From an optimization exercise on the open Yosys and OpenROAD flow, aimed at small area; shortcuts taken in it are not production practice.
Only simulation tests tie the RTL to the original design; equivalence was not proved.
No driver is modelled on the clock port, so clock power and skew are understated where the tree is cut down; a real chip needs a root buffer or a tree.
Power is estimated from default activity; no workload was simulated.

--- flow/config.mk ---
export PLATFORM = sky130hd
export DESIGN_NAME = seg_led_top
export DESIGN_NICKNAME = seg_led_top
export VERILOG_FILES = /design/flow/design.v
export SDC_FILE = /design/flow/constraint.sdc
export NUM_CORES = 4
export LEC_CHECK = 0
export CAP_MARGIN = 20
export CORE_MARGIN = 2
export CORE_UTILIZATION = 40
export SLEW_MARGIN = 20
--- flow/constraint.sdc ---
create_clock -name core_clock -period 40.0 [get_ports {clk}]
set_input_delay 8.0000 -clock core_clock [delete_from_list [all_inputs] [get_ports {clk}]]
set_output_delay 8.0000 -clock core_clock [all_outputs]
set_load 0.01 [all_outputs]
--- flow/design.v ---
module led_segment(
    input clk,
    input rst,
    output digit_select,
    output reg [6:0] seg_led
    );
    reg [5:0] c;
    reg [7:0] qs;
    reg [3:0] u, t;
    wire cw = c[0] & ~c[1] & ~c[2] & ~c[3] & c[4];
    wire cfb = ~(c[0] ^ c[5]) ^ cw;
    always @(posedge clk or posedge rst) begin
        if (rst) c <= 6'd35;
        else c <= {c[4:0], cfb};
    end
    wire [7:0] q = qs ^ 8'h83;
    wire [8:0] k;
    assign k[0] = cw;
    genvar i;
    generate for (i = 0; i < 8; i = i + 1) begin : qc
        assign k[i+1] = k[i] & q[i];
    end endgenerate
    wire step = k[8];
    wire [7:0] qn = (q ^ k[7:0]) | {5'b0, step, step, 1'b0};
    always @(posedge clk or posedge rst) begin
        if (rst) qs <= 8'd0;
        else qs <= qn ^ 8'h83;
    end
    wire e0 = step & u[0];
    wire cu = e0 & u[3];
    always @(posedge clk or posedge rst) begin
        if (rst) u <= 4'd0;
        else u <= u ^ {e0 & (u[3] | (u[1] & u[2])), e0 & u[1], e0 & ~u[3], step};
    end
    wire e1 = cu & t[0];
    always @(posedge clk or posedge rst) begin
        if (rst) t <= 4'd0;
        else t <= t ^ {e1 & (t[3] | (t[1] & t[2])), e1 & t[1], e1 & ~t[3], cu};
    end
    assign digit_select = u[0] ^ q[1] ^ q[0];
    wire [3:0] display = digit_select ? t : u;
    always @(*) begin
        case (display)
            4'h0: seg_led = 7'b0111111;
            4'h1: seg_led = 7'b0000110;
            4'h2: seg_led = 7'b1011011;
            4'h3: seg_led = 7'b1001111;
            4'h4: seg_led = 7'b1100110;
            4'h5: seg_led = 7'b1101101;
            4'h6: seg_led = 7'b1111101;
            4'h7: seg_led = 7'b0000111;
            4'h8: seg_led = 7'b1111111;
            4'h9: seg_led = 7'b1101111;
            default: seg_led = 7'bxxxxxxx;
        endcase
    end
endmodule
module seg_led_top(
    input  clk,
    input  rst,
    output digit_select,
    output [6:0] seg_led
    );
led_segment seg(
   .clk          (clk),
   .rst          (rst),
   .digit_select (digit_select),
   .seg_led      (seg_led)
);
endmodule
--- flow/flow/run.sh ---
#!/bin/bash
# Own layout flow: the standard ORFS flow (standard.sh), with two changes:
#  - synthesis runs the standard flow's own synthesis script (synth_recipe.tcl), but maps the
#    combinational logic with area-oriented ABC scripts (flow/abc/*.abc) in
#    place of ORFS's speed script; each script is tried and the smallest
#    netlist is kept. Registers are mapped before ABC runs, exactly as in the
#    standard synthesis;
#  - the port buffers are the smallest buffer cell (buf_1);
#  - clock tree synthesis takes its arguments from flow/cts_args.txt, if present.
# Each tool's output goes to a log file of its own in this folder.
set -euo pipefail
W=$(pwd)
F=$W/flow
R=$W/orfs/results/sky130hd/seg_led_top/base
REP=$W/orfs/reports/sky130hd/seg_led_top/base
cat > $W/my_synth.tcl <<EOT
set ::my_abc_script \$::env(MY_ABC_SCRIPT)
proc my_fix_abc {n1 n2 op} {
  set i [lsearch -exact \$::abc_args -script]
  if { \$i >= 0 } { set ::abc_args [lreplace \$::abc_args [expr {\$i+1}] [expr {\$i+1}] \$::my_abc_script] }
}
trace add variable ::abc_args write my_fix_abc
source $W/synth_recipe.tcl
EOT
best=""; bestarea=""
for s in $F/abc/*.abc; do
  n=$(basename $s .abc)
  rm -rf $W/orfs
  MY_ABC_SCRIPT=$s bash standard.sh SYNTH_SCRIPT=$W/my_synth.tcl ADDER_MAP_FILE= synth > $W/synth_$n.log 2>&1 || continue
  a=$(awk '/Chip area for module/ {print $NF}' $REP/synth_stat.txt)
  echo "$n $a" >> $W/synth_areas.txt
  if [[ -z "$best" ]] || awk -v a=$a -v b=$bestarea 'BEGIN{exit !(a<b)}'; then best=$s; bestarea=$a; fi
done
echo "best $best $bestarea" >> $W/synth_areas.txt
rm -rf $W/orfs
MY_ABC_SCRIPT=$best bash standard.sh SYNTH_SCRIPT=$W/my_synth.tcl ADDER_MAP_FILE= synth > $W/synth.log 2>&1
EXTRA=()
if [[ -f $F/cts_args.txt ]]; then EXTRA+=("CTS_ARGS=$(cat $F/cts_args.txt)"); fi
MY_ABC_SCRIPT=$best bash standard.sh SYNTH_SCRIPT=$W/my_synth.tcl ADDER_MAP_FILE= \
  "BUFFER_PORTS_ARGS=-buffer_cell sky130_fd_sc_hd__buf_1" "${EXTRA[@]}" finish > $W/layout.log 2>&1
--- flow/flow/abc/dch_amap.abc ---
strash
dc2
dch -f
amap
topo
--- flow/flow/abc/dch_amap2.abc ---
strash
dc2
dch -f
amap
strash
dch -f
amap
topo
--- flow/flow/abc/deepsyn_nf.abc ---
strash
&get -n
&deepsyn -T 10
&put
dch -f
&get -n
&nf -a -R 1000 -E 10
&put
topo
--- flow/flow/abc/ds30_amap.abc ---
strash
&get -n
&deepsyn -T 30 -S 1
&put
dch -f
amap
topo
--- flow/flow/abc/ds30_map.abc ---
strash
&get -n
&deepsyn -T 30 -S 3
&put
map -a
amap
topo
--- flow/flow/cts_args.txt ---
-buf_list sky130_fd_sc_hd__clkbuf_8 -root_buf sky130_fd_sc_hd__clkbuf_8 -sink_clustering_enable -sink_clustering_size 30 -sink_clustering_max_diameter 300 -dont_use_dummy_load -repair_clock_nets
--- flow/standard.sh ---
#!/bin/bash
# synth_recipe.tcl (not shown) runs the flow's synth.tcl, then flattens the netlist and writes it again
# the make line also repeats each setting of config.mk as NAME=value (left out here)
make -C /OpenROAD-flow-scripts/flow DESIGN_CONFIG=/design/flow/config.mk WORK_HOME=/design/flow/orfs CLKGATE_MAP_FILE= SYNTH_SCRIPT=/design/flow/synth_recipe.tcl "${@:-finish}"
==> results of run 1 <==
## cell type report
type                    count  area (µm²)
clock buffers               3        41.3
flip-flops and latches     22         554
inverters                  10        37.5
repair buffers              9        33.8
multi-input cells          71         335
fillers                   229        1170
well taps                  28        35.0
## sequential cells by signal (all words and copies together) (netlist names)
register and count:
seg.c 6, seg.u 4, seg.qs 8, seg.t 4
## metrics by stage
step | cell area, µm² | cells | setup WS (ps) | total power (µW)
floorplan | 927 | 103 | 29880 | 23.0
global placement | 996 | 140 | 29810 | 23.1
detailed placement | 996 | 140 | 29690 | 23.2
CTS | 1040 | 143 | 29410 | 36.9
global route | 1040 | 143 | 29130 | 37.7
finish | 1040 | 143 | 29390 | 35.7
## kinds of logic after synthesis
group | Yosys count
AO/OA/AOI/OAI | 18
buffers and inverters | 10
flip-flops | 22
AND/OR/NAND/NOR | 53
## cell usage in the layout (no fill, tap or decap)
cell      instances
a21oi_1           7
a22oi_1           2
and2_0            2
and3_1            3
buf_1             9
clkbuf_8          3
clkinv_1         10
dfrtp_1          19
dfstp_2           3
nand2_1           9
nand3_1           2
nor2_1           29
nor2b_1           3
nor3_1            3
nor4b_1           1
o21a_1            2
o21ai_0           5
o22ai_1           2
or2_0             1
## routing by layer
metal | vias to the layer above | track usage [%]
li1 | 361 | -
met1 | 324 | 17.7
met2 | 12 | 22.6
met3 | 5 | 3.45
met4 | 0 | 10.3
met5 | - | 0
## power breakdown
part / switching, µW / total, µW / internal [µW]
combinational: 0.406 / 0.436 / 0.0301
sequential: 0 / 22.3 / 22.3
clock: 6.33 / 13.0 / 6.71
total: 6.73 / 35.7 / 29.0
## final timing paths
kind                           start    endpoint  slack [ps]  cells after the start
hold / removal              seg.c[0]    seg.c[1]         370                      0
setup / recovery           seg.qs[0]  seg_led[1]       29390                     13
min in group asynchronous        rst   seg.qs[1]        7740                      2
max in group asynchronous        rst    seg.c[5]       31890                      2
hold reg to reg             seg.c[0]    seg.c[1]         370                      0
setup reg to reg            seg.c[3]    seg.t[2]       37070                     12
## worst max-delay path: stages, from the launching register on
cell and delay [ps]:
dfrtp_1 410, nor2_1 70, a21oi_1 210, nor2b_1 200, nor2_1 100, clkinv_1 70, nor2_1 40, a22oi_1 320
o21ai_0 190, nor2_1 130, nor2_1 60, a21oi_1 260, or2_0 140, buf_1 150
==> reports/results.tsv, run 1 <==
stage	metric	value	unit
yosys	yosys.area_share.simple	25.1	%
floorplan	dieHeight	52.1	µm
setup_path	start_kind	flip-flop	
power_and_ir_drop	vdd_drop_max	0.0000178	V
sta	rsz0062_at_grt	no	
sta	hold_viol_final	0	
yosys	yosysTopAreaCellShare	51.3	%
placed_design	hpwl	1170	µm
clock_tree	htree_levels	1	
clock_tree	cts-resized-gates	0	
sta	max_freq	0.0943	GHz
global_route	grt_max_degree	23	
sta	whs	374	ps
routing	dr.max_layer_used	met4	
clock_tree	postCtsHoldBufs	0	
sta	timing.final.crit_period	10610	ps
yosys	synth_seq_cells	22	
sta	skew	10.2	ps
floorplan	boundaryPins	10	
power_and_ir_drop	p_leak	0.000471	µW
floorplan	dieArea	2720	µm²
yosys	seq_area_frac_synth	59.8	%
routing	dr_wl_met3	56	µm
global_route	grt_pass1_wl	2810	µm
finish	final_nets	119	
finish	drive_gt1_share	5.22	%
routing	postRouteAntennaNets	0	
job	drv_cap	0	
yosys	syn_inst	103	
yosys	synthArstFlopShare	100	%
routing	viasPerCell	4.91	
yosys	synth.area.top_cells	dfrtp_1, nor2_1, dfstp_2	
clock_tree	clockRootBuffer	clkbuf_8	
min_path	hold_path_class	flip-flop to flip-flop	
setup_path	cp-end-kind	output pin	
yosys	ys.warnings.count	1	
floorplan	core-area	2210	µm²
setup_path	critical_path_arrival	2610	ps
global_route	antenna_found_initial	0	
yosys	syn_nets	105	
routing	drc	0	
yosys	ys_types	17	
yosys	synth-compound-area-share	11.1	%
floorplan	die_w	52.1	µm
sta	max_slew_margin	50.3	%
yosys	avgSynthCellArea	9.00	µm²
clock_tree	post_cts_buffers	0	
clock_tree	clock_latency	260	ps
routing	drt_wl_total	1540	µm
routing	post_drt_wl_per_cell	10.7	µm
routing	wl_met1	735	µm
clock_tree	cts_tree	built	
sta	drv_slew	0	
finish	antenna_cells	0	
clock_tree	clkSinkCount	22	
sta	min_period_over_period	26.5	%
finish	final_util	46.9	%
clock_tree	clockBufferDepth	2	
yosys	synth_commonest_cells	nor2_1, dfrtp_1, clkinv_1	
placed_design	gp_congestion	0.735	
yosys	synthMuxAreaShare	0	%
global_route	track_usage	14.6	%
setup_path	critPathKind	flip-flop to output pin	
routing	vias	702	
yosys	synth_area	927	µm²
floorplan	fp-row-count	17	
routing	wl_met2	698	µm
clock_tree	clk_pin_slew	70	ps
yosys	synth-xor-area-share	0	%
yosys	yosysMostFrequentCell	nor2_1	
routing	drtPass1Iterations	4	
global_route	overflow	0	
placed_design	port_buffers	9	
global_route	grt_pass1_vias	683	
floorplan	start_util	41.9	%
sta	tightest_slew	740	ps
yosys	synth_top_family_by_area	simple AND/OR/NAND/NOR gates	
finish	syn_to_final_growth	11.9	%
routing	drtIter0Drc	20	
setup_path	required	32000	ps
clock_tree	cts_buffers	3	
yosys	synth_flop_cell	dfrtp_1	
yosys	synth.largest_area_cell	dfrtp_1	
sta	finalSetupViolations	0	
run_status	status	timing/DRC/antenna clean	
setup_path	worstPathMaxFanout	6	
yosys	synth_edf_count	0	
sta	tns	0	ps
yosys	yosys.area_share.adder	0	%
power_and_ir_drop	power_density	34.4	nW/µm²
==> inputs of run 2 (changes only) <==
==> flow/flow/run.sh (replaced) <==
#!/bin/bash
# Own layout flow: the standard ORFS flow (standard.sh), with these changes:
#  - synthesis runs the standard flow's own synthesis script (synth_recipe.tcl), but maps the
#    combinational logic with area-oriented ABC scripts (flow/abc/*.abc) in
#    place of ORFS's speed script; each script is tried and the smallest
#    netlist is kept. Registers are mapped before ABC runs, exactly as in the
#    standard synthesis;
#  - the port buffers are the smallest buffer cell (buf_1);
#  - clock tree synthesis takes its arguments from flow/cts_args.txt, if present.
# Each tool's output goes to a log file of its own in this folder.
set -euo pipefail
W=$(pwd)
F=$W/flow
cat > $W/my_synth.tcl <<EOT
set ::my_abc_script \$::env(MY_ABC_SCRIPT)
proc my_fix_abc {n1 n2 op} {
  set i [lsearch -exact \$::abc_args -script]
  if { \$i >= 0 } { set ::abc_args [lreplace \$::abc_args [expr {\$i+1}] [expr {\$i+1}] \$::my_abc_script] }
}
trace add variable ::abc_args write my_fix_abc
source $W/synth_recipe.tcl
EOT
best=""; bestarea=""
for s in $F/abc/*.abc; do
  n=$(basename $s .abc)
  rm -rf $W/orfs
  if MY_ABC_SCRIPT=$s bash standard.sh SYNTH_SCRIPT=$W/my_synth.tcl ADDER_MAP_FILE= synth > $W/synth_$n.log 2>&1; then
    a=$(awk '/Chip area for module/ {print $NF}' $W/orfs/reports/sky130hd/seg_led_top/base/synth_stat.txt)
    echo "$n $a" >> $W/synth_areas.txt
    if [[ -z "$best" ]] || awk -v a=$a -v b=$bestarea 'BEGIN{exit !(a<b)}'; then
      best=$n; bestarea=$a; rm -rf $W/orfs_best; mv $W/orfs $W/orfs_best
    fi
  fi
done
echo "best $best $bestarea" >> $W/synth_areas.txt
rm -rf $W/orfs
mv $W/orfs_best $W/orfs
EXTRA=()
if [[ -f $F/cts_args.txt ]]; then EXTRA+=("CTS_ARGS=$(cat $F/cts_args.txt)"); fi
MY_ABC_SCRIPT=$F/abc/$best.abc bash standard.sh SYNTH_SCRIPT=$W/my_synth.tcl ADDER_MAP_FILE= \
  "BUFFER_PORTS_ARGS=-buffer_cell sky130_fd_sc_hd__buf_1" "${EXTRA[@]}" finish > $W/layout.log 2>&1
==> flow/flow/cts_args.txt (replaced) <==
-buf_list sky130_fd_sc_hd__clkbuf_4 -root_buf sky130_fd_sc_hd__clkbuf_4 -sink_clustering_enable -sink_clustering_size 30 -sink_clustering_max_diameter 300 -dont_use_dummy_load -repair_clock_nets
--- a/flow/config.mk
+++ b/flow/config.mk
@@ -6,6 +6,6 @@
 export NUM_CORES = 4
 export LEC_CHECK = 0
 export CAP_MARGIN = 20
-export CORE_MARGIN = 2
-export CORE_UTILIZATION = 40
+export CORE_AREA = 4 4 64 64
+export DIE_AREA = 0 0 68 68
 export SLEW_MARGIN = 20
==> reports/results.tsv, run 2 <==
stage	metric	value	unit	change
power_and_ir_drop	comb_power_share	1.4	%	+0.2 points
sta	hold_viol_final	0		unchanged
clock_tree	clkSinkCount	22		unchanged
yosys	synth_flop_cell	dfrtp_1		
sta	tns	0	ps	unchanged
finish	regMostFlops	seg.qs		
power_and_ir_drop	p_int	25.8	µW	-11%
routing	drt_wl_total	1650	µm	+7.5%
clock_tree	clock_latency	310	ps	+50 ps
sta	timing.final.crit_period	10700	ps	+88.5 ps
yosys	syn_nets	105		unchanged
yosys	syn_inst	103		unchanged
yosys	synth_edf_count	0		unchanged
sta	drv_slew	0		unchanged
power_and_ir_drop	vdd_drop_max	0.00000879	V	-51%
setup_path	crit_chain	nor2_1 -> a21oi_1 -> nor2b_1 -> nor2_1 -> clkinv_1 -> nor2_1 -> a22oi_1 -> o21ai_0 -> nor2_1 -> nor2_1 -> a21oi_1 -> or2_0 -> buf_1		
sta	rsz0062_at_grt	no		
sta	tightest_slew	763	ps	+22.5 ps
clock_tree	clockRootBuffer	clkbuf_4		
sta	max_freq	0.0935	GHz	-0.83%
floorplan	start_util	27.1	%	-15 points
sta	finalSetupViolations	0		unchanged
finish	final_nets	119		unchanged
clock_tree	clockBufferDepth	2		unchanged
yosys	synth.area.top_cells	dfrtp_1, nor2_1, dfstp_2		
finish	largest_reg_flops	8		unchanged
global_route	overflow	0		unchanged
floorplan	die_w	68	µm	+30%
sta	skew	15.5	ps	+5.37 ps
floorplan	dieHeight	68	µm	+30%
clock_tree	cts_buffers	3		unchanged
power_and_ir_drop	p_leak	0.000463	µW	-1.6%
global_route	grt_max_degree	23		unchanged
yosys	synth_area	927	µm²	unchanged
finish	antenna_cells	0		unchanged
clock_tree	cts_tree	built		
clock_tree	postCtsHoldBufs	0		unchanged
setup_path	worstPathMaxFanout	6		unchanged
setup_path	slowest_delay	430	ps	+20 ps
setup_path	required	32000	ps	about the same
finish	layout_commonest_cell	nor2_1		
routing	drc	0		unchanged
yosys	seq_area_frac_synth	59.8	%	unchanged
job	drv_cap	0		unchanged
yosys	ys_types	17		unchanged
yosys	avgSynthCellArea	9.00	µm²	unchanged
placed_design	hpwl	1250	µm	+6.9%
routing	drtIter0Drc	22		+10%
sta	whs	387	ps	+13.5 ps
min_path	hold_path_class	flip-flop to flip-flop		
finish	reg.largest.list	seg.qs: 8 flops, seg.c: 6 flops		
yosys	synth.largest_area_cell	dfrtp_1		
yosys	synth_commonest_cells	nor2_1, dfrtp_1, clkinv_1		
global_route	grt_pass1_wl	2870	µm	+2.2%
global_route	track_usage	8.68	%	-5.9 points
yosys	yosysTopAreaCellShare	51.3	%	unchanged
power_and_ir_drop	power_density	31.2	nW/µm²	-9.3%
yosys	yosysMostFrequentCell	nor2_1		
placed_design	gp_congestion	0.679		-7.6%
clock_tree	post_cts_buffers	0		unchanged
clock_tree	cts-resized-gates	0		unchanged
sta	min_period_over_period	26.7	%	+0.22 points
power_and_ir_drop	switching_share	20.7	%	+1.8 points
sta	max_slew_margin	48.8	%	-1.5 points
yosys	ys.warnings.count	1		unchanged
finish	final_cell_mix	nor2_1, dfrtp_1, clkinv_1		
setup_path	worst_path_max_delay_cell	dfrtp_1		
routing	viasPerCell	4.44		-9.5%
floorplan	core-area	3420	µm²	+54%
clock_tree	htree_levels	1		unchanged
global_route	antenna_found_initial	0		unchanged
floorplan	fp-row-count	21		+4
global_route	grt_pass1_vias	701		+2.6%
clock_tree	clk_pin_slew	120	ps	+50 ps
power_and_ir_drop	power_frac_clock	30.2	%	-6.3 points
setup_path	critPathKind	flip-flop to output pin		
placed_design	port_buffers	9		unchanged
power_and_ir_drop	seq_power_share	68.4	%	+6.1 points
setup_path	cp-end-kind	output pin		
finish	syn_to_final_growth	12.3	%	
routing	drtPass1Iterations	4		unchanged
yosys	synth_seq_cells	22		unchanged
setup_path	critical_path_arrival	2700	ps	+90 ps
run_status	status	timing/DRC/antenna clean		
setup_path	critPathMostFrequentCell	nor2_1		
floorplan	boundaryPins	10		unchanged
finish	drive_gt1_share	5.22	%	unchanged
routing	post_drt_wl_per_cell	10.3	µm	-4.5%
routing	vias	715		+1.9%
floorplan	dieArea	4620	µm²	+70%
power_and_ir_drop	power.switching	6.72	µW	-0.12%
setup_path	start_kind	flip-flop		
routing	postRouteAntennaNets	0		unchanged
yosys	synthArstFlopShare	100	%	unchanged
## run 2: cell families after synthesis
logic type | share of synthesized area, %
and+or+nand+nor | 25.1
DFF | 59.8
AOI/OAI and AO/OA | 11.1
buffers and inverters | 4.05
## run 2: final timing paths
kind	startpoint	endpoint	slack, ps	cells after the start
worst max-delay path	seg.qs[0]	seg_led[1]	29300	13
worst min register to register	seg.c[0]	seg.c[1]	390	0
min in group asynchronous	rst	seg.c[3]	7680	2
worst min-delay path	seg.c[0]	seg.c[1]	390	0
max in group asynchronous	rst	seg.u[2]	31930	2
worst max register to register	seg.c[3]	seg.t[2]	36970	12
## run 2: per-layer routing
layer  wire length, µm  part of all wire [%]  track usage (%)
met1               744                    45             9.30
met5                 0                     0                0
met3                26                   1.6             1.48
met4                78                   4.7             8.93
met2               802                    49             14.0
## run 2: metrics by stage
stage	worst slack [ps]	total power, µW	cells	area (µm²)	util (%)
floorplan	29880	23.0	103	927	-
global placement	29820	23.1	158	1020	29.8
detailed placement	29680	23.2	158	1020	29.8
CTS	29310	32.8	161	1040	30.5
global route	28970	33.7	161	1040	30.5
finish	29300	32.5	161	1040	30.5
## run 2: power groups by stage
stage | Sequential [µW] | Clock (µW) | Combinational (µW)
after global routing | 22.3 | 10.9 | 0.550
final | 22.3 | 9.83 | 0.448
after detailed placement | 22.7 | 0 | 0.484
after global placement | 22.7 | 0 | 0.454
after floorplan | 22.7 | 0 | 0.329
after CTS | 22.3 | 10.1 | 0.486
## run 2: critical path, delay by kind of cell (launching register included)
kind,cells,cell delay [ps]
compound gates,4,940
simple gates,7,790
flops,1,430
buf+inv,2,220
## run 2: cell type report
class / instances / area (µm²)
Fill cell: 366 / 2370
Tap cell: 46 / 57.6
Sequential cell: 22 / 554
Clock buffer: 3 / 22.5
Multi-Input combinational cell: 71 / 335
Inverter: 10 / 37.5
Timing Repair Buffer: 9 / 33.8
==> inputs of run 3 (changes only) <==
--- a/flow/flow/run.sh
+++ b/flow/flow/run.sh
@@ -6,8 +6,7 @@
 #    netlist is kept. Registers are mapped before ABC runs, exactly as in the
 #    standard synthesis;
 #  - the port buffers are the smallest buffer cell (buf_1);
-#  - clock tree synthesis takes its arguments from flow/cts_args.txt, if present.
-# Each tool's output goes to a log file of its own in this folder.
+#  - clock tree synthesis takes its arguments from flow/cts_args.txt, if present;
 set -euo pipefail
 W=$(pwd)
 F=$W/flow
@@ -37,5 +36,6 @@
 mv $W/orfs_best $W/orfs
 EXTRA=()
 if [[ -f $F/cts_args.txt ]]; then EXTRA+=("CTS_ARGS=$(cat $F/cts_args.txt)"); fi
+if [[ -f $F/drop_root.tcl ]]; then EXTRA+=("POST_CTS_TCL=$F/drop_root.tcl"); fi
 MY_ABC_SCRIPT=$F/abc/$best.abc bash standard.sh SYNTH_SCRIPT=$W/my_synth.tcl ADDER_MAP_FILE= \
   "BUFFER_PORTS_ARGS=-buffer_cell sky130_fd_sc_hd__buf_1" "${EXTRA[@]}" finish > $W/layout.log 2>&1
==> flow/flow/drop_root.tcl (new file) <==
set blk [ord::get_db_block]
set clk_net [[$blk findBTerm clk] getNet]
set root ""
foreach it [$clk_net getITerms] {
  if {[[$it getMTerm] getIoType] eq "INPUT"} { set root [$it getInst] }
}
set root_out ""
foreach it [$root getITerms] {
  if {[[$it getMTerm] getIoType] eq "OUTPUT"} { set root_out [$it getNet] }
}
set loads {}
foreach it [$root_out getITerms] {
  if {[$it getInst] ne $root} { lappend loads $it }
}
if {[llength $loads] <= 4} {
  foreach it $loads { $it disconnect; $it connect $clk_net }
  foreach it [$root getITerms] { if {[$it getNet] ne "NULL"} { $it disconnect } }
  odb::dbInst_destroy $root
  odb::dbNet_destroy $root_out
  puts "drop_root: the clock port now drives [llength $loads] buffers directly"
}
detailed_placement
check_placement -verbose
estimate_parasitics -placement
report_clock_skew
==> reports/results.tsv, run 3 <==
stage	metric	value	unit	change
finish	largest_reg_flops	8		unchanged
power_and_ir_drop	p_leak	0.000459	µW	-0.99%
min_path	holdPathEnd	seg.c[1]		
global_route	grt_pass1_vias	694		-1.0%
sta	hold_viol_final	0		unchanged
yosys	ys.warnings.count	1		unchanged
yosys	synth_flop_cell	dfrtp_1		
routing	post_drt_wl_per_cell	10.1	µm	-1.8%
global_route	overflow	0		unchanged
floorplan	dieArea	4620	µm²	unchanged
setup_path	required	32000	ps	about the same
sta	rsz0062_at_grt	no		
sta	max_slew_margin	48.7	%	-0.078 points
yosys	yosysMostFrequentCell	nor2_1		
global_route	grt_pass1_wl	2810	µm	-2.2%
power_and_ir_drop	power_density	29.4	nW/µm²	-5.8%
min_path	min_from	seg.c[0]		
sta	min_period_over_period	26.4	%	-0.36 points
routing	drtIter0Drc	19		-14%
floorplan	core-area	3420	µm²	unchanged
sta	whs	387	ps	-0.377 ps
yosys	synth.largest_area_cell	dfrtp_1		
yosys	yosysTopAreaCellShare	51.3	%	unchanged
finish	reg.largest.list	seg.qs: 8 flops, seg.c: 6 flops		
yosys	synth.area.top_cells	dfrtp_1, nor2_1, dfstp_2		
setup_path	critPathKind	flip-flop to output pin		
job	drv_cap	0		unchanged
placed_design	dp_cells	158		unchanged
sta	drv_slew	0		unchanged
floorplan	die_w	68	µm	unchanged
sta	finalSetupViolations	0		unchanged
routing	drtPass1Iterations	4		unchanged
placed_design	gp_congestion	0.679		unchanged
yosys	avgSynthCellArea	9.00	µm²	unchanged
routing	postRouteAntennaNets	0		unchanged
yosys	seq_area_frac_synth	59.8	%	unchanged
clock_tree	clock_latency	170	ps	-140 ps
sta	tns	0	ps	unchanged
min_path	holdPathStages	0		unchanged
run_status	status	timing/DRC/antenna clean		
setup_path	worstPathMaxFanout	6		unchanged
setup_path	r2r.worst_path.cells	12		unchanged
clock_tree	clkSinkCount	22		unchanged
setup_path	r2r_start	seg.c[3]		
global_route	antenna_found_initial	0		unchanged
power_and_ir_drop	vdd_drop_max	0.00000873	V	-0.65%
yosys	synth_seq_cells	22		unchanged
yosys	ys_types	17		unchanged
floorplan	dieHeight	68	µm	unchanged
setup_path	start_kind	flip-flop		
setup_path	r2r_setup_slack	36970	ps	about the same
routing	drt_wl_total	1610	µm	-2.4%
finish	instances_no_fill	160		-0.62%
sta	tightest_slew	764	ps	+1.17 ps
setup_path	reg2reg_to	seg.t[2]		
global_route	grt_max_degree	23		unchanged
global_route	track_usage	7.96	%	-0.72 points
floorplan	fp-row-count	21		unchanged
sta	max_freq	0.0948	GHz	+1.4%
yosys	synth_edf_count	0		unchanged
yosys	syn_nets	105		unchanged
clock_tree	clk_pin_slew	120	ps	about the same
placed_design	port_buffers	9		unchanged
yosys	synth_area	927	µm²	unchanged
finish	syn_to_final_growth	11.5	%	
sta	skew	14.2	ps	-1.38 ps
finish	layout_commonest_cell	nor2_1		
sta	timing.final.crit_period	10550	ps	-145 ps
yosys	synthArstFlopShare	100	%	unchanged
min_path	hold_path_class	flip-flop to flip-flop		
floorplan	start_util	27.1	%	unchanged
routing	vias	706		-1.3%
floorplan	boundaryPins	10		unchanged
finish	final_nets	118		-0.84%
setup_path	cp-end-kind	output pin		
finish	antenna_cells	0		unchanged
placed_design	hpwl	1250	µm	unchanged
routing	drc	0		unchanged
finish	drive_gt1_share	4.39	%	-0.83 points
finish	regMostFlops	seg.qs		
setup_path	critical_path_arrival	2550	ps	-150 ps
finish	final_cell_mix	nor2_1, dfrtp_1, clkinv_1		
yosys	syn_inst	103		unchanged
routing	viasPerCell	4.41		-0.64%
yosys	synth_commonest_cells	nor2_1, dfrtp_1, clkinv_1		
[run 3: cell types whose count changed in the layout (fill, tap and decap cells not counted)]
| cell | delta |
|---|---|
| clkbuf_4 | -1 |
[run 3: metal layers]
metal / global-route usage [%] / part of all wire (%) / vias up
met5: 0 / 0 / -
met4: 4.47 / 2.5 / 0
met3: 0.985 / 0.93 / 3
met2: 14.0 / 50 / 5
met1: 9.30 / 46 / 333
li1: - / - / 365
[run 3: worst max path at each step]
stage               from         end  slack, ps
2_1_floorplan  seg.qs[0]  seg_led[1]      29880
3_3_place_gp   seg.qs[0]  seg_led[1]      29820
3_5_place_dp   seg.qs[0]  seg_led[1]      29680
5_1_grt        seg.qs[0]  seg_led[1]      29120
6_report       seg.qs[0]  seg_led[1]      29450
[run 3: through the flow]
| step | cell area [µm²] | util [%] | setup WS, ps | power, µW |
|---|---|---|---|---|
| after floorplan | 927 | - | 29880 | 23.0 |
| after global routing | 1030 | 30.3 | 29120 | 31.5 |
| after global placement | 1020 | 29.8 | 29820 | 23.1 |
| final | 1030 | 30.3 | 29450 | 30.4 |
| after detailed placement | 1020 | 29.8 | 29680 | 23.2 |
[run 3: cell type report]
class                           count  area (µm²)
Fill cell                         366        2380
Sequential cell                    22         554
Multi-Input combinational cell     71         335
Tap cell                           46        57.6
Inverter                           10        37.5
Timing Repair Buffer                9        33.8
Clock buffer                        2        15.0
[run 3: power by group]
| group | total, µW | internal (µW) | switching [µW] | leakage, µW |
|---|---|---|---|---|
| registers | 22.2 | 22.2 | 0 | 0.000281 |
| clock network | 7.72 | 2.40 | 5.32 | 0.00000920 |
| logic | 0.449 | 0.0300 | 0.419 | 0.000169 |
| total | 30.4 | 24.7 | 5.74 | 0.000459 |
[run 3: kinds of logic after synthesis]
logic type / share of synthesized area [%]
buffers and inverters: 4.05
AOI/OAI and AO/OA: 11.1
and+or+nand+nor: 25.1
DFF: 59.8
[run 3: worst max-delay path: stages (launching register included)]
cell	delay (ps)
dfrtp_1	430
nor2_1	70
a21oi_1	190
nor2b_1	210
nor2_1	110
clkinv_1	70
nor2_1	40
a22oi_1	300
o21ai_0	200
nor2_1	150
nor2_1	70
a21oi_1	250
or2_0	140
buf_1	150
==> inputs of run 4 (changes only) <==
==> flow/flow/run.sh (replaced) <==
#!/bin/bash
# Own layout flow: the standard ORFS flow (standard.sh), with these changes:
#  - synthesis runs the standard flow's own synthesis script (synth_recipe.tcl), but maps the
#    combinational logic with area-oriented ABC scripts (flow/abc/*.abc) in
#    place of ORFS's speed script; each script is tried (4 at a time, each in a
#    work folder of its own) and the smallest netlist is kept. Registers are
#    mapped before ABC runs, exactly as in the standard synthesis;
#  - the port buffers are the smallest buffer cell (buf_1);
#  - clock tree synthesis takes its arguments from flow/cts_args.txt, if present;
set -euo pipefail
W=$(pwd)
F=$W/flow
cat > $W/my_synth.tcl <<EOT
set ::my_abc_script \$::env(MY_ABC_SCRIPT)
proc my_fix_abc {n1 n2 op} {
  set i [lsearch -exact \$::abc_args -script]
  if { \$i >= 0 } { set ::abc_args [lreplace \$::abc_args [expr {\$i+1}] [expr {\$i+1}] \$::my_abc_script] }
}
trace add variable ::abc_args write my_fix_abc
source $W/synth_recipe.tcl
EOT
try_synth() {
  local s=$1 n=$(basename $1 .abc)
  MY_ABC_SCRIPT=$s bash standard.sh WORK_HOME=$W/try_$n SYNTH_SCRIPT=$W/my_synth.tcl ADDER_MAP_FILE= synth \
    > $W/synth_$n.log 2>&1 || true
}
running=0
for s in $F/abc/*.abc; do
  try_synth $s &
  running=$((running+1))
  if (( running >= 4 )); then wait -n || true; running=$((running-1)); fi
done
wait || true
best=""; bestarea=""
for s in $F/abc/*.abc; do
  n=$(basename $s .abc)
  st=$W/try_$n/reports/sky130hd/seg_led_top/base/synth_stat.txt
  [[ -f $W/try_$n/results/sky130hd/seg_led_top/base/1_synth.odb && -f $st ]] || continue
  a=$(awk '/Chip area for module/ {print $NF}' $st)
  echo "$n $a" >> $W/synth_areas.txt
  if [[ -z "$best" ]] || awk -v a=$a -v b=$bestarea 'BEGIN{exit !(a<b)}'; then best=$n; bestarea=$a; fi
done
echo "best $best $bestarea" >> $W/synth_areas.txt
rm -rf $W/orfs
mv $W/try_$best $W/orfs
for d in $W/try_*; do [[ -d $d ]] && rm -rf $d; done
EXTRA=()
if [[ -f $F/cts_args.txt ]]; then EXTRA+=("CTS_ARGS=$(cat $F/cts_args.txt)"); fi
if [[ -f $F/drop_root.tcl ]]; then EXTRA+=("POST_CTS_TCL=$F/drop_root.tcl"); fi
MY_ABC_SCRIPT=$F/abc/$best.abc bash standard.sh SYNTH_SCRIPT=$W/my_synth.tcl ADDER_MAP_FILE= \
  "BUFFER_PORTS_ARGS=-buffer_cell sky130_fd_sc_hd__buf_1" "${EXTRA[@]}" finish > $W/layout.log 2>&1
==> flow/flow/abc/deepsyn_amap_1.abc (new file) <==
strash
&get -n
&deepsyn -T 40 -S 1
&put
dch -f
amap
topo
==> flow/flow/abc/deepsyn_amap_2.abc (new file) <==
strash
&get -n
&deepsyn -T 40 -S 2
&put
dch -f
amap
topo
==> flow/flow/abc/deepsyn_amap_3.abc (new file) <==
strash
&get -n
&deepsyn -T 40 -S 3
&put
dch -f
amap
topo
==> flow/flow/abc/deepsyn_amap_4.abc (new file) <==
strash
&get -n
&deepsyn -T 40 -S 4
&put
dch -f
amap
topo
==> flow/flow/abc/deepsyn_amap_5.abc (new file) <==
strash
&get -n
&deepsyn -T 40 -S 5
&put
dch -f
amap
topo
==> flow/flow/abc/deepsyn_amap_6.abc (new file) <==
strash
&get -n
&deepsyn -T 40 -S 6
&put
dch -f
amap
topo
==> flow/flow/abc/deepsyn_amap_7.abc (new file) <==
strash
&get -n
&deepsyn -T 40 -S 7
&put
dch -f
amap
topo
==> flow/flow/abc/deepsyn_amap_8.abc (new file) <==
strash
&get -n
&deepsyn -T 40 -S 8
&put
dch -f
amap
topo
==> flow/flow/abc/deepsyn_map_1.abc (new file) <==
strash
&get -n
&deepsyn -T 40 -S 1
&put
dch -f
map -a
topo
==> flow/flow/abc/deepsyn_map_2.abc (new file) <==
strash
&get -n
&deepsyn -T 40 -S 2
&put
dch -f
map -a
topo
==> flow/flow/abc/deepsyn_nf_1.abc (new file) <==
strash
&get -n
&deepsyn -T 40 -S 1
&put
dch -f
&get -n
&nf -a -R 1000 -E 10
&put
topo
==> flow/flow/abc/deepsyn_nf_2.abc (new file) <==
strash
&get -n
&deepsyn -T 40 -S 2
&put
dch -f
&get -n
&nf -a -R 1000 -E 10
&put
topo
removed: flow/flow/abc/deepsyn_nf.abc
removed: flow/flow/abc/ds30_amap.abc
removed: flow/flow/abc/ds30_map.abc
==> reports/results.tsv, run 4 <==
stage	metric	value	unit	change
clock_tree	clkSinkCount	22		unchanged
finish	layout_commonest_cell	nor2_1		
global_route	grt_pass1_wl	2800	µm	-0.25%
yosys	synth_flop_cell	dfrtp_1		
yosys	yosys.area_share.adder	0	%	unchanged
finish	antenna_cells	0		unchanged
setup_path	r2r_start	seg.c[3]		
clock_tree	clk_pin_slew	120	ps	about the same
yosys	synth_top_family_by_area	simple AND/OR/NAND/NOR gates		
job	drv_cap	0		unchanged
yosys	ys_types	17		unchanged
yosys	synth.area.top_cells	dfrtp_1, nor2_1, dfstp_2		
global_route	antenna_found_initial	0		unchanged
sta	tns	0	ps	unchanged
power_and_ir_drop	power_density	29.8	nW/µm²	+1.4%
yosys	synth_edf_count	0		unchanged
global_route	overflow	0		unchanged
setup_path	critical_path_arrival	2530	ps	-20 ps
clock_tree	clock_latency	170	ps	about the same
sta	hold_viol_final	0		unchanged
global_route	grt_pass1_vias	658		-5.2%
routing	vias	689		-2.4%
floorplan	core-area	3420	µm²	unchanged
yosys	yosysMostFrequentCell	nor2_1		
yosys	synthArstFlopShare	100	%	unchanged
routing	viasPerCell	4.42		about the same
min_path	min_from	seg.c[4]		
yosys	syn_nets	101		-3.8%
finish	fill_cells	369		+0.82%
finish	final_util	30.1	%	-0.15 points
floorplan	dieArea	4620	µm²	unchanged
yosys	synth_seq_cells	22		unchanged
setup_path	required	32000	ps	about the same
routing	drt_wl_total	1630	µm	+0.81%
setup_path	reg2reg_to	seg.t[2]		
routing	drtIter0Drc	18		-1
min_path	hold_path_class	flip-flop to flip-flop		
floorplan	die_w	68	µm	unchanged
yosys	synth_area	922	µm²	-0.54%
floorplan	fp-row-count	21		unchanged
finish	instances_no_fill	156		-2.5%
sta	max_slew_margin	47.1	%	-1.7 points
finish	drive_gt1_share	4.55	%	+0.16 points
finish	design_area	1030	µm²	-0.48%
floorplan	dieHeight	68	µm	unchanged
run_status	status	timing/DRC/antenna clean		
routing	drc	0		unchanged
placed_design	gp_congestion	0.756		+11%
floorplan	start_util	27.0	%	-0.15 points
sta	timing.final.crit_period	10530	ps	-17.1 ps
global_route	track_usage	7.68	%	-0.28 points
setup_path	start_kind	flip-flop		
yosys	synth-compound-area-share	12.1	%	+1.0 points
sta	min_period_over_period	26.3	%	-0.043 points
power_and_ir_drop	p_leak	0.000461	µW	+0.43%
min_path	holdPathEnd	seg.c[5]		
yosys	synth.largest_area_cell	dfrtp_1		
yosys	synth-xor-area-share	0	%	unchanged
placed_design	placed_area	1010	µm²	-0.49%
finish	final_nets	114		-3.4%
sta	tightest_slew	789	ps	+24.8 ps
finish	syn_to_final_growth	11.5	%	about the same
yosys	avgSynthCellArea	9.31	µm²	+3.5%
sta	finalSetupViolations	0		unchanged
routing	postRouteAntennaNets	0		unchanged
power_and_ir_drop	vdd_drop_max	0.0000191	V	+120%
routing	drtPass1Iterations	4		unchanged
finish	regMostFlops	seg.qs		
yosys	ys.warnings.count	1		unchanged
placed_design	dp_cells	154		-2.5%
routing	post_drt_wl_per_cell	10.4	µm	+3.4%
placed_design	port_buffers	9		unchanged
floorplan	boundaryPins	10		unchanged
sta	max_freq	0.0949	GHz	+0.16%
finish	largest_reg_flops	8		unchanged
setup_path	r2r_setup_slack	37070	ps	+100 ps
sta	skew	9.76	ps	-4.40 ps
finish	final_cell_mix	nor2_1, dfrtp_1, nand2_1, buf_1, clkinv_1		
placed_design	hpwl	1210	µm	-3.0%
yosys	yosys.area_share.simple	25.0	%	-0.14 points
setup_path	r2r.worst_path.cells	11		-1
yosys	yosysTopAreaCellShare	51.6	%	+0.28 points
finish	reg.largest.list	seg.qs: 8 flops, seg.c: 6 flops		
yosys	seq_area_frac_synth	60.1	%	+0.32 points
global_route	grt_max_degree	23		unchanged
yosys	synthMuxAreaShare	0	%	unchanged
yosys	synth_commonest_cells	nor2_1, dfrtp_1, nand2_1		
min_path	holdPathStages	0		unchanged
yosys	syn_inst	99		-3.9%
setup_path	cp-end-kind	output pin		
sta	drv_slew	0		unchanged
setup_path	critPathKind	flip-flop to output pin		
setup_path	worstPathMaxFanout	6		unchanged
sta	rsz0062_at_grt	no		
run 4: metal layers:
metal,track usage (%),wire length [µm]
met5,0,0
met4,1.74,0
met3,1.64,71
met2,13.4,750
met1,9.69,803
run 4: worst max-delay path, cell delays in order (launching register included):
cell     delay [ps]
dfrtp_1         430
nor2_1           60
a21oi_1         220
nor2b_1         270
nor2_1          100
nor2_1          150
a22oi_1         120
o21ai_0         170
nor2_1          100
o21ai_0         270
nand2_1         110
or2_0           200
buf_1           130
run 4: area by class of cell:
class | count | area [µm²] | share of cell area [%]
clock buffer | 2 | 15.0 | 1.46
tap | 46 | 57.6 | 5.60
inverter | 7 | 26.3 | 2.55
sequential | 22 | 554 | 53.9
timing repair buffer | 9 | 33.8 | 3.28
multi-input combinational | 70 | 342 | 33.2
run 4: where the power goes:
| group | internal [µW] | switching, µW | total (µW) |
|---|---|---|---|
| registers | 22.3 | 0 | 22.3 |
| clock network | 2.41 | 5.57 | 7.98 |
| logic | 0.0300 | 0.433 | 0.464 |
| total | 24.7 | 6.00 | 30.7 |
run 4: logic make-up (layout without fill, tap and decap cells):
family,count (synthesis),count (layout)
AND/OR/NAND/NOR,51,51
buffers and inverters,7,18
flip-flops,22,22
AO/OA/AOI/OAI,19,19
run 4: worst max path at each step:
stage / startpoint / endpoint / slack, ps / cells after the start
after global routing: seg.qs[0] / seg_led[1] / 29160 / 12
after floorplan: seg.qs[0] / seg_led[1] / 29860 / 11
final: seg.qs[0] / seg_led[1] / 29470 / 12
after global placement: seg.qs[0] / seg_led[1] / 29880 / 12
after detailed placement: seg.qs[0] / seg_led[1] / 29720 / 12
run 4: metrics by stage:
step                      hold slack [ps]  power [µW]  worst slack (ps)
after global placement                355        23.1             29880
after global routing                  396        32.2             29160
after floorplan                       347        23.0             29860
final                                 384        30.7             29470
after detailed placement              358        23.2             29720
==> inputs of run 5 (changes only) <==
--- a/flow/design.v
+++ b/flow/design.v
@@ -5,40 +5,57 @@
     output reg [6:0] seg_led
     );
     reg [5:0] c;
-    reg [7:0] qs;
-    reg [3:0] u, t;
+    reg q0n, x, q7n;
+    reg [6:2] qm;
+    reg [3:1] u;
+    reg [3:0] t;
+    reg ds;
     wire cw = c[0] & ~c[1] & ~c[2] & ~c[3] & c[4];
     wire cfb = ~(c[0] ^ c[5]) ^ cw;
     always @(posedge clk or posedge rst) begin
         if (rst) c <= 6'd35;
         else c <= {c[4:0], cfb};
     end
-    wire [7:0] q = qs ^ 8'h83;
-    wire [8:0] k;
-    assign k[0] = cw;
+    wire q0 = ~q0n;
+    wire [7:2] qh = {~q7n, qm};
+    wire [8:2] k;
+    wire k1 = cw & q0;
+    assign k[2] = k1 & ~x;           
     genvar i;
-    generate for (i = 0; i < 8; i = i + 1) begin : qc
-        assign k[i+1] = k[i] & q[i];
+    generate for (i = 2; i < 8; i = i + 1) begin : qc
+        assign k[i+1] = k[i] & qh[i];
     end endgenerate
     wire step = k[8];
-    wire [7:0] qn = (q ^ k[7:0]) | {5'b0, step, step, 1'b0};
+    wire tog = cw & q0n;             
+    wire [7:2] qhn = (qh ^ k[7:2]) | {5'b0, step};
     always @(posedge clk or posedge rst) begin
-        if (rst) qs <= 8'd0;
-        else qs <= qn ^ 8'h83;
+        if (rst) begin
+            q0n <= 1'b0;
+            x   <= 1'b0;
+            qm  <= 5'd0;
+            q7n <= 1'b0;
+            ds  <= 1'b0;
+        end else begin
+            q0n <= q0n ^ cw;
+            x   <= (x ^ tog) | step;
+            qm  <= qhn[6:2];
+            q7n <= ~qhn[7];
+            ds  <= ds ^ tog;
+        end
     end
-    wire e0 = step & u[0];
+    assign digit_select = ds;
+    wire e0 = step & ds;
     wire cu = e0 & u[3];
     always @(posedge clk or posedge rst) begin
-        if (rst) u <= 4'd0;
-        else u <= u ^ {e0 & (u[3] | (u[1] & u[2])), e0 & u[1], e0 & ~u[3], step};
+        if (rst) u <= 3'd0;
+        else u <= u ^ {e0 & (u[3] | (u[1] & u[2])), e0 & u[1], e0 & ~u[3]};
     end
     wire e1 = cu & t[0];
     always @(posedge clk or posedge rst) begin
         if (rst) t <= 4'd0;
         else t <= t ^ {e1 & (t[3] | (t[1] & t[2])), e1 & t[1], e1 & ~t[3], cu};
     end
-    assign digit_select = u[0] ^ q[1] ^ q[0];
-    wire [3:0] display = digit_select ? t : u;
+    wire [3:0] display = ds ? t : {u, x};
     always @(*) begin
         case (display)
             4'h0: seg_led = 7'b0111111;
==> flow/flow/abc/deepsyn_amap_10.abc (new file) <==
strash
&get -n
&deepsyn -T 40 -S 10
&put
dch -f
amap
topo
==> flow/flow/abc/deepsyn_amap_11.abc (new file) <==
strash
&get -n
&deepsyn -T 40 -S 11
&put
dch -f
amap
topo
==> flow/flow/abc/deepsyn_amap_12.abc (new file) <==
strash
&get -n
&deepsyn -T 40 -S 12
&put
dch -f
amap
topo
==> flow/flow/abc/deepsyn_amap_9.abc (new file) <==
strash
&get -n
&deepsyn -T 40 -S 9
&put
dch -f
amap
topo
removed: flow/flow/abc/deepsyn_map_1.abc
removed: flow/flow/abc/deepsyn_map_2.abc
==> reports/results.tsv, run 5 <==
stage	metric	value	unit	change
min_path	hold_path_class	flip-flop to flip-flop		
floorplan	start_util	26.3	%	-0.66 points
finish	regMostFlops	seg.c		
yosys	synth_commonest_cells	nor2_1, dfrtp_1, clkinv_1		
floorplan	dieArea	4620	µm²	unchanged
finish	final_cell_mix	nor2_1, dfrtp_1, clkinv_1		
yosys	synth_flop_cell	dfrtp_1		
yosys	avgSynthCellArea	9.47	µm²	+1.7%
yosys	synth-xor-area-share	0	%	unchanged
min_path	holdPathStages	0		unchanged
finish	multi_input_area	297	µm²	-13%
sta	rsz0062_at_grt	no		
finish	final_util	29.5	%	-0.66 points
sta	hold_viol_final	0		unchanged
yosys	ys_types	18		+1
sta	min_period_over_period	25.5	%	-0.81 points
routing	viasPerCell	4.29		-2.9%
routing	wl_met2	650	µm	-13%
clock_tree	clk_pin_slew	110	ps	about the same
sta	skew	4.93	ps	-4.82 ps
global_route	grt_max_degree	23		unchanged
sta	timing.final.crit_period	10210	ps	-323 ps
power_and_ir_drop	vdd_drop_max	0.0000129	V	-33%
yosys	synthMuxAreaShare	0	%	unchanged
finish	antenna_cells	0		unchanged
routing	drtIter0Drc	10		-8
global_route	overflow	0		unchanged
placed_design	gp_congestion	0.739		-2.2%
finish	largest_reg_flops	6		-2
sta	finalSetupViolations	0		unchanged
finish	fill_cells	377		+2.2%
job	drv_cap	0		unchanged
power_and_ir_drop	power_density	30.3	nW/µm²	+1.4%
finish	reg.largest.list	seg.c: 6 flops, seg.qm: 5 flops, seg.t: 4 flops		
finish	syn_to_final_growth	11.8	%	
routing	dr_wl_met3	85	µm	+20%
yosys	synth_area	900	µm²	-2.4%
routing	dr.max_layer_used	met4		
routing	postRouteAntennaNets	0		unchanged
sta	drv_slew	0		unchanged
setup_path	slowest_delay	490	ps	+60 ps
floorplan	boundaryPins	10		unchanged
yosys	synth_seq_cells	22		unchanged
sta	tightest_slew	739	ps	-50.0 ps
clock_tree	clkSinkCount	22		unchanged
global_route	antenna_found_initial	0		unchanged
setup_path	required	32000	ps	about the same
yosys	synth.largest_area_cell	dfrtp_1		
setup_path	startpoint	seg.ds		
yosys	seq_area_frac_synth	61.6	%	+1.5 points
setup_path	critPathKind	flip-flop to output pin		
yosys	synth.area.top_cells	dfrtp_1, dfstp_2, nor2_1		
setup_path	cp-end-kind	output pin		
routing	wl_met1	727	µm	-9.5%
yosys	synthArstFlopShare	100	%	unchanged
yosys	yosys.area_share.simple	19.6	%	-5.4 points
min_path	holdPathEnd	seg.c[1]		
yosys	yosysMostFrequentCell	nor2_1		
setup_path	critical_path_arrival	2210	ps	-320 ps
yosys	synth_edf_count	0		unchanged
global_route	grt_pass1_wl	2690	µm	-3.9%
finish	drive_gt1_share	4.72	%	+0.17 points
run_status	status	timing/DRC/antenna clean		
setup_path	r2r.worst_path.cells	14		+3
routing	drtPass1Iterations	2		-2
sta	max_freq	0.0979	GHz	+3.2%
finish	seqCellArea	554	µm²	unchanged
setup_path	worst_path_max_delay_cell	dfrtp_1		
finish	layout_commonest_cell	nor2_1		
finish	final_nets	110		-3.5%
routing	vias	652		-5.4%
floorplan	dieHeight	68	µm	unchanged
min_path	min_from	seg.c[0]		
yosys	syn_inst	95		-4.0%
yosys	synth-compound-area-share	13.4	%	+1.3 points
sta	tns	0	ps	unchanged
placed_design	pre_cts_slack	30020	ps	+299 ps
yosys	syn_nets	97		-4.0%
yosys	ys.warnings.count	1		unchanged
routing	drt_wl_total	1470	µm	-9.3%
global_route	grt_pass1_vias	640		-2.7%
floorplan	core-area	3420	µm²	unchanged
placed_design	port_buffers	9		unchanged
routing	drc	0		unchanged
setup_path	crit_chain	clkinv_1 -> o22ai_1 -> nor2_1 -> o22ai_1 -> clkinv_1 -> nor2_1 -> nand2_1 -> nand2_1 -> or2_0 -> buf_1		
setup_path	reg2reg_to	seg.t[3]		
yosys	yosysTopAreaCellShare	52.9	%	+1.3 points
clock_tree	clock_latency	170	ps	about the same
floorplan	die_w	68	µm	unchanged
routing	post_drt_wl_per_cell	9.70	µm	-6.9%
setup_path	worstPathMaxFanout	8		+2
yosys	yosys.area_share.adder	0	%	unchanged
floorplan	fp-row-count	21		unchanged
setup_path	r2r_start	seg.c[1]		
power_and_ir_drop	power.total	30.4	µW	-0.83%
setup_path	r2r_setup_slack	36890	ps	-180 ps
sta	max_slew_margin	50.4	%	+3.4 points
sta	finalWorstSetupSlack	29790	ps	+323 ps
global_route	track_usage	7.55	%	-0.14 points
power_and_ir_drop	p_leak	0.000443	µW	-3.8%
setup_path	start_kind	flip-flop		
placed_design	hpwl	1150	µm	-5.7%
yosys	synth_top_family_by_area	simple AND/OR/NAND/NOR gates		
## run 5: worst max path at each step
| stage | endpoint | slack [ps] |
|---|---|---|
| after floorplan | seg_led[2] | 29890 |
| after global placement | seg_led[2] | 30180 |
| after detailed placement | seg_led[2] | 30020 |
| after global routing | seg_led[2] | 29520 |
| final | seg_led[2] | 29790 |
## run 5: layout make-up
type | instances | share of cell area, %
Clock buffer | 2 | 1.49
Inverter | 13 | 4.85
Multi-Input combinational cell | 60 | 29.5
Sequential cell | 22 | 55.1
Tap cell | 46 | 5.72
Timing Repair Buffer | 9 | 3.36
## run 5: stage by stage
step	hold WS, ps	area, µm²	cells
detailed placement	356	991	150
global route	390	1010	152
global placement	351	991	150
finish	376	1010	152
floorplan	347	900	95
## run 5: critical path: cells and delay by family, from the launching register on
| kind | cells | cell delay (ps) |
|---|---|---|
| simple gates | 5 | 550 |
| compound gates | 2 | 570 |
| flops | 1 | 490 |
| buf+inv | 3 | 420 |
## run 5: routing by layer
| metal | track usage (%) | up-vias |
|---|---|---|
| met3 | 2.63 | 2 |
| met2 | 13.1 | 12 |
| li1 | - | 345 |
| met5 | 0 | - |
| met4 | 1.49 | 0 |
| met1 | 8.99 | 293 |
## run 5: logic make-up after synthesis
| group | after synthesis |
|---|---|
| simple gates | 40 |
| flops | 22 |
| compound gates | 20 |
| buf+inv | 13 |
## run 5: report_power, final
part | switching [µW] | total (µW) | internal (µW)
Sequential | 0 | 22.2 | 22.2
Combinational | 0.409 | 0.439 | 0.0301
Clock | 5.34 | 7.75 | 2.41
Total | 5.75 | 30.4 | 24.7
==> inputs of run 6 (changes only) <==
--- a/flow/design.v
+++ b/flow/design.v
@@ -7,8 +7,6 @@
     reg [5:0] c;
     reg q0n, x, q7n;
     reg [6:2] qm;
-    reg [3:1] u;
-    reg [3:0] t;
     reg ds;
     wire cw = c[0] & ~c[1] & ~c[2] & ~c[3] & c[4];
     wire cfb = ~(c[0] ^ c[5]) ^ cw;
@@ -44,30 +42,35 @@
         end
     end
     assign digit_select = ds;
-    wire e0 = step & ds;
-    wire cu = e0 & u[3];
+    reg [2:0] uv, tv;
+    reg t0;
+    wire e0 = step & ds;              
+    wire cu = e0 & uv[2] & ~uv[1];    
+    wire e1 = cu & t0;                
     always @(posedge clk or posedge rst) begin
-        if (rst) u <= 3'd0;
-        else u <= u ^ {e0 & (u[3] | (u[1] & u[2])), e0 & u[1], e0 & ~u[3]};
+        if (rst) begin
+            uv <= 3'd0;
+            tv <= 3'd0;
+            t0 <= 1'b0;
+        end else begin
+            if (e0) uv <= {uv[1:0], ~(uv[2] | uv[1])};
+            if (e1) tv <= {tv[1:0], ~(tv[2] | tv[1])};
+            t0 <= t0 ^ cu;
+        end
     end
-    wire e1 = cu & t[0];
-    always @(posedge clk or posedge rst) begin
-        if (rst) t <= 4'd0;
-        else t <= t ^ {e1 & (t[3] | (t[1] & t[2])), e1 & t[1], e1 & ~t[3], cu};
-    end
-    wire [3:0] display = ds ? t : {u, x};
+    wire [3:0] display = ds ? {tv, t0} : {uv, x};
     always @(*) begin
         case (display)
-            4'h0: seg_led = 7'b0111111;
-            4'h1: seg_led = 7'b0000110;
-            4'h2: seg_led = 7'b1011011;
-            4'h3: seg_led = 7'b1001111;
-            4'h4: seg_led = 7'b1100110;
-            4'h5: seg_led = 7'b1101101;
-            4'h6: seg_led = 7'b1111101;
-            4'h7: seg_led = 7'b0000111;
-            4'h8: seg_led = 7'b1111111;
-            4'h9: seg_led = 7'b1101111;
+            4'b000_0: seg_led = 7'b0111111;
+            4'b000_1: seg_led = 7'b0000110;
+            4'b001_0: seg_led = 7'b1011011;
+            4'b001_1: seg_led = 7'b1001111;
+            4'b011_0: seg_led = 7'b1100110;
+            4'b011_1: seg_led = 7'b1101101;
+            4'b110_0: seg_led = 7'b1111101;
+            4'b110_1: seg_led = 7'b0000111;
+            4'b100_0: seg_led = 7'b1111111;
+            4'b100_1: seg_led = 7'b1101111;
             default: seg_led = 7'bxxxxxxx;
         endcase
     end
==> reports/results.tsv, run 6 <==
stage	metric	value	unit	change
run_status	status	timing/DRC/antenna clean		
global_route	grt_max_degree	23		unchanged
sta	tns	0	ps	unchanged
sta	skew	3.65	ps	-1.28 ps
routing	drc	0		unchanged
yosys	ys_types	17		-1
finish	reg.largest.list	seg.c: 6 flops, seg.qm: 5 flops		
yosys	synth.area.top_cells	dfrtp_1, dfstp_2, nor2_1		
finish	final_nets	106		-3.6%
setup_path	r2r.worst_path.cells	17		+3
clock_tree	clkSinkCount	22		unchanged
setup_path	start_kind	flip-flop		
setup_path	reg2reg_to	seg.tv[1]		
min_path	min_from	seg.c[3]		
min_path	hold_path_class	flip-flop to flip-flop		
yosys	synthArstFlopShare	100	%	unchanged
global_route	grt_pass1_vias	618		-3.4%
setup_path	r2r_start	seg.c[1]		
routing	drtIter0Drc	20		+10
setup_path	worst_path_max_delay_cell	dfrtp_1		
sta	finalWorstSetupSlack	30020	ps	+232 ps
sta	drv_slew	0		unchanged
setup_path	required	32000	ps	about the same
setup_path	r2r_setup_slack	36780	ps	-110 ps
finish	largest_reg_flops	6		unchanged
routing	viasPerCell	4.33		+0.97%
yosys	yosys.area_share.adder	0	%	unchanged
power_and_ir_drop	vdd_drop_max	0.0000166	V	+29%
global_route	grt_pass1_wl	2610	µm	-3.1%
sta	max_slew_margin	48.9	%	-1.5 points
yosys	synth_top_family_by_area	simple AND/OR/NAND/NOR gates		
setup_path	crit_chain	clkinv_1 -> o22ai_1 -> clkinv_1 -> o21ai_0 -> o21ai_0 -> nor2b_1 -> buf_1		
yosys	synth_flop_cell	dfrtp_1		
clock_tree	clock_latency	160	ps	about the same
sta	timing.final.crit_period	9980	ps	-232 ps
placed_design	gp_congestion	0.862		+17%
power_and_ir_drop	power_density	30.4	nW/µm²	+0.52%
yosys	synth_seq_cells	22		unchanged
routing	postRouteAntennaNets	0		unchanged
routing	post_drt_wl_per_cell	9.93	µm	+2.4%
finish	regMostFlops	seg.c		
yosys	synth-compound-area-share	13.8	%	+0.49 points
placed_design	hpwl	1140	µm	-0.17%
yosys	synthMuxAreaShare	0	%	unchanged
sta	max_freq	0.100	GHz	+2.3%
routing	drtPass1Iterations	3		+1
sta	finalSetupViolations	0		unchanged
floorplan	start_util	25.9	%	-0.40 points
floorplan	fp-row-count	21		unchanged
setup_path	critPathKind	flip-flop to output pin		
yosys	syn_nets	93		-4.1%
setup_path	slowest_delay	460	ps	-30 ps
sta	hold_viol_final	0		unchanged
placed_design	pre_cts_slack	30240	ps	+217 ps
job	drv_cap	0		unchanged
placed_design	port_buffers	9		unchanged
yosys	seq_area_frac_synth	62.6	%	+0.96 points
global_route	overflow	0		unchanged
yosys	synth.largest_area_cell	dfrtp_1		
finish	syn_to_final_growth	12.0	%	
yosys	ys.warnings.count	1		unchanged
sta	tightest_slew	762	ps	+22.7 ps
setup_path	critical_path_arrival	1980	ps	-230 ps
yosys	synth_area	886	µm²	-1.5%
min_path	holdPathEnd	seg.c[4]		
power_and_ir_drop	p_leak	0.000434	µW	-2.0%
yosys	synth_commonest_cells	dfrtp_1, nor2_1, clkinv_1		
yosys	yosysTopAreaCellShare	53.7	%	+0.82 points
yosys	synth_edf_count	0		unchanged
floorplan	core-area	3420	µm²	unchanged
finish	final_cell_mix	nor2_1, dfrtp_1, clkinv_1		
routing	drt_wl_total	1470	µm	-0.27%
yosys	syn_inst	91		-4.2%
yosys	synth-xor-area-share	0	%	unchanged
global_route	antenna_found_initial	0		unchanged
floorplan	boundaryPins	10		unchanged
yosys	avgSynthCellArea	9.73	µm²	+2.8%
yosys	yosys.area_share.simple	19.4	%	-0.26 points
routing	vias	641		-1.7%
sta	min_period_over_period	24.9	%	-0.58 points
floorplan	dieArea	4620	µm²	unchanged
setup_path	worstPathMaxFanout	7		-1
clock_tree	clk_pin_slew	110	ps	about the same
min_path	holdPathStages	0		unchanged
setup_path	cp-end-kind	output pin		
floorplan	dieHeight	68	µm	unchanged
sta	rsz0062_at_grt	no		
finish	drive_gt1_share	4.90	%	+0.18 points
global_route	track_usage	7.41	%	-0.14 points
floorplan	die_w	68	µm	unchanged
finish	antenna_cells	0		unchanged
run 6: changes by cell type in the layout (fill, tap and decap cells not counted), moves of 2 or more:
cell | before | now
clkinv_1 | 13 | 10
nor2b_1 | 0 | 2
nand3_1 | 2 | 0
nor2_1 | 21 | 19
o21ai_0 | 2 | 4
run 6: how the worst max path moves through the flow:
stage                      start         end  slack [ps]  depth (start not counted)
after global routing      seg.ds  seg_led[3]       29770                          7
after global placement    seg.ds  seg_led[3]       30370                          7
after floorplan           seg.ds  seg_led[3]       30340                          6
final                     seg.ds  seg_led[3]       30020                          7
after detailed placement  seg.ds  seg_led[3]       30240                          7
run 6: logic make-up after synthesis:
family,after synthesis
flip-flops,22
AO/OA/AOI/OAI,21
buffers and inverters,10
AND/OR/NAND/NOR,38
run 6: final cells by class:
class / instances / area (µm²)
repair buffers: 9 / 33.8
clock buffers: 2 / 15.0
multi-input cells: 59 / 294
inverters: 10 / 37.5
flip-flops and latches: 22 / 554
fillers: 376 / 2420
well taps: 46 / 57.6
run 6: per-stage QoR:
step	cell area, µm²	util [%]	hold slack (ps)	power [µW]	std cells
3_5_place_dp	977	28.6	366	23.2	146
3_3_place_gp	977	28.6	359	23.1	146
6_report	992	29.0	388	30.2	148
5_1_grt	992	29.0	400	31.9	148
2_1_floorplan	886	-	354	23.0	91
run 6: layer usage:
metal,part of all wire [%],track usage (%)
met2,47,13.2
met4,2.0,3.72
met3,5.5,1.64
met5,0,0
met1,46,8.16
run 6: worst max-delay path, delay by kind of cell, from the launching register on:
family | cells | cell delay (ps)
AOI/OAI and AO/OA | 3 | 740
buffers and inverters | 3 | 440
DFF | 1 | 460
and+or+nand+nor | 1 | 160
run 6: report_power, final:
| part | leakage, µW | internal (µW) | switching, µW | total, µW |
|---|---|---|---|---|
| sequential | 0.000286 | 22.2 | 0 | 22.2 |
| combinational | 0.000139 | 0.0300 | 0.419 | 0.449 |
| clock | 0.00000920 | 2.40 | 5.08 | 7.48 |

==> separate check: timing with driven ports <==
The results above use ideal ports. As a check the final layouts listed here were re-extracted and re-timed, cells and wires unchanged.
Step 1 assumes that a clkbuf_16 drives the clock port and a buf_2 every other input.
Step 2 adds t to the input delays and takes it off the output delays; t is the mean of the earliest and latest rising clock arrival at the registers after step 1. Input paths then give back, and output paths get back, about the clock's delay inside the block.
Three values: ideal ports, drivers, drivers and shift; two values: the first two.
run | t, ns | setup slack, ns | worst setup path after step 2 | slew at the worst register clock pin (ns) | pins driven straight from the clock port
run 1 | 0.277 | 29.392 / 29.371 / 29.648 | register to output | 0.07 / 0.07 | 1
run 2 | 0.329 | 29.304 / 29.279 / 29.608 | register to output | 0.12 / 0.12 | 1
run 3 | 0.193 | 29.449 / 29.422 / 29.615 | register to output | 0.12 / 0.12 | 2
run 4 | 0.194 | 29.466 / 29.442 / 29.636 | register to output | 0.12 / 0.12 | 2
run 5 | 0.194 | 29.789 / 29.762 / 29.955 | register to output | 0.11 / 0.11 | 2
run 6 | 0.190 | 30.020 / 29.994 / 30.183 | register to output | 0.11 / 0.11 | 2
After both steps setup and hold are still met in every run listed.
